Context: an optimization exercise on an open-source flow, tuned for small area and few clock cycles. The choices shown serve that exercise and are no tape-out recipe. The RTL was checked by simulation tests, not by an equivalence proof against the original design. No activity file was given, so power comes from the tool's default toggle rates.

==> flow/design.v (excerpt) <==
module mipse(
input clk, rst_n,
input [32-1:0] instr,
input [32-1:0] readdata,
output [32-1:0] pc,
output [32-1:0] aluresult,
output [32-1:0] writedata,
output memwrite);
Size in the first run: ~3500 cells after synthesis, ~160 I/O pins.
clock: 10.0 ns
lec_check: 0
cap_margin: 20
core_margin: 2
core_utilization: 40
cts_buf_list: sky130_fd_sc_hd__clkbuf_8
cts_cluster_size: 40
gpl_timing_driven: 0
setup_slack_margin: 0.3
slew_margin: 20
synth_hierarchical: 1
run.sh (not shown) runs the stock make flow with config.mk's settings and CLKGATE_MAP_FILE= SYNTH_SCRIPT=/design/flow/synth_recipe.tcl, a recipe that flattens the netlist after the stock synthesis.
Testbench counts at the start, summed over its fixed seeds: cycles 115,339.
Rerun with:
--- a/flow/config.mk
+++ b/flow/config.mk
@@ -9,6 +9,4 @@
 export CORE_MARGIN = 2
 export CORE_UTILIZATION = 40
-export CTS_BUF_LIST = sky130_fd_sc_hd__clkbuf_8
-export CTS_CLUSTER_SIZE = 40
 export GPL_TIMING_DRIVEN = 0
 export SETUP_SLACK_MARGIN = 0.3
Result: Worst setup slack improves by 27 ps; cell count falls slightly; count of clock-buffer cells in the layout came out lower by 40; sequential power hardly moves; sequential share of layout area drops by 0.33 points; area after synthesis does not change; die area stays the same; global-route usage shrinks by 0.36 points.

* * *

mipse, a different RTL version from the one above (not shown whole).
For scale: about 3400 cells after synthesis.
==> flow/config.mk <==
export PLATFORM = sky130hd
export DESIGN_NAME = mipse
export DESIGN_NICKNAME = mipse
export VERILOG_FILES = /design/flow/design.v
export SDC_FILE = /design/flow/constraint.sdc
export NUM_CORES = 4
export LEC_CHECK = 0
export CAP_MARGIN = 20
export CORE_MARGIN = 2
export CORE_UTILIZATION = 55
export GPL_TIMING_DRIVEN = 0
export SETUP_SLACK_MARGIN = 0.35
export SLEW_MARGIN = 20
export SYNTH_HIERARCHICAL = 1
==> flow/constraint.sdc <==
create_clock -name core_clock -period 10.0 [get_ports {clk}]
set_input_delay 2.0000 -clock core_clock [delete_from_list [all_inputs] [get_ports {clk}]]
set_output_delay 2.0000 -clock core_clock [all_outputs]
set_load 0.01 [all_outputs]
standard.sh (not shown) runs the stock make flow with config.mk's settings and CLKGATE_MAP_FILE= SYNTH_SCRIPT=/design/flow/synth_recipe.tcl, a recipe that flattens the netlist after the stock synthesis.
==> flow/flow/run.sh <==
#!/bin/bash
# Own layout flow.
#  - Synthesis: the standard synthesis script (ORFS synth.tcl, -nofsm -noshare,
#    hierarchical, then flattened and renamed) with only ABC's final mapping
#    changed: the modules that are off the critical paths are mapped with an
#    area-oriented ABC script (flow/area.abc); registers are untouched.
#  - Layout: the standard ORFS steps, with ports buffered by buf_2 instead of the
#    default pick (a slow delay cell) and clock tree synthesis without dummy loads, with clkbuf_16 and larger sink clusters.
# Each step's full output goes to a log file here; ORFS's own logs are in orfs/logs.
set -uo pipefail
here=$(pwd)
bash standard.sh "SYNTH_SCRIPT=$here/flow/synth.tcl" "MY_ABC_SCRIPT=$here/flow/area.abc" \
  "AREA_MODULES=sll16 pcadd rsel ao3n nand2c nand3c nand4c or3c nor2c selgrp wbmux pcmux" synth \
  > log_synth.txt 2>&1 || { tail -50 log_synth.txt; exit 1; }
bash standard.sh \
  "BUFFER_PORTS_ARGS=-buffer_cell sky130_fd_sc_hd__buf_2" \
  "CTS_ARGS=-sink_clustering_enable -repair_clock_nets -dont_use_dummy_load -buf_list sky130_fd_sc_hd__clkbuf_16 -sink_clustering_size 26 -sink_clustering_max_diameter 100" \
  finish > log_layout.txt 2>&1 || { tail -50 log_layout.txt; exit 1; }
tail -5 log_layout.txt
==> flow/flow/area.abc <==
strash; ifraig; dc2; strash; &get -n; &st; &dch; &nf -a -R 1000; &put; topo; stime -c
==> flow/flow/synth.tcl <==
proc synth {args} { yosys synth -nofsm -noshare {*}$args }
# ORFS's synth.tcl, with the final ABC mapping split in two: the modules named in
# AREA_MODULES are mapped with an area-oriented script (MY_ABC_SCRIPT), the rest
# with ORFS's own script and arguments (it leaves the area-mapped modules alone).
set f [open $::env(SCRIPTS_DIR)/synth.tcl]
set s [read $f]
close $f
set old {log_cmd abc {*}$abc_args}
set new {
  log_cmd abc {*}[lreplace $abc_args 1 1 $::env(MY_ABC_SCRIPT)] {*}$::env(AREA_MODULES)
  log_cmd abc {*}$abc_args
}
if { [string first $old $s] < 0 } { error "synth.tcl: abc call not found" }
set s [string map [list $old $new] $s]
uplevel #0 $s
# left out here: clear keep_hierarchy, flatten, clean up, hide names made inside functions, write 1_2_yosys.v
Testbench counts at the start, summed over its fixed seeds: cycles 115,339.
Next try:
Settings changed: CORE_UTILIZATION 55 to 45.
The new run produced a clean layout.
Cell count rose by 5.5%.
Synthesized area is unchanged.
Core utilization goes down by 11 points.
Worst setup slack gets worse by 0.065 ns.
First-iteration DRC count came out lower by 7.9%.
Sequential cell count stays the same.
Wire length came out lower by 0.99%.
Clock-buffer cell count came out higher by 1.
Via count goes down by 2.1%.
Cell area rises by 1.1%.
Sequential power stays flat.

what the ideal ports hide:
No port has a modelled driver above. Below, the same layouts with a new extraction and two added sets of constraints.
Step 1, drivers: a clkbuf_16 drives clk and a buf_2 each remaining input, both assumed.
Step 2 also shifts input and output timing later by t, the mid clock arrival at the registers, as if the neighbouring blocks saw the same clock.
a / b / c = ideal ports / drivers / drivers and shift; a / b = the first two.
| run | t (ns) | setup WS [ns] | worst setup path after step 2 | slew at the worst register clock pin (ns) |
|---|---|---|---|---|
| the first run of note 1 | 0.941 | 0.209 / 0.157 / 0.157 | input to output | 0.07 / 0.07 |
| the second run of note 1 | 0.787 | 0.236 / 0.205 / 0.205 | input to output | 0.07 / 0.07 |
| the first run of note 2 | 0.708 | 0.333 / 0.265 / 0.265 | input to output | 0.11 / 0.11 |
| the second run of note 2 | 0.733 | 0.268 / 0.245 / 0.245 | input to output | 0.11 / 0.11 |
After both steps every run listed still meets setup and hold. For the first run of note 2, which loses most, drivers alone change the setup slack by -0.068 ns; drivers and shift together by -0.068 ns.
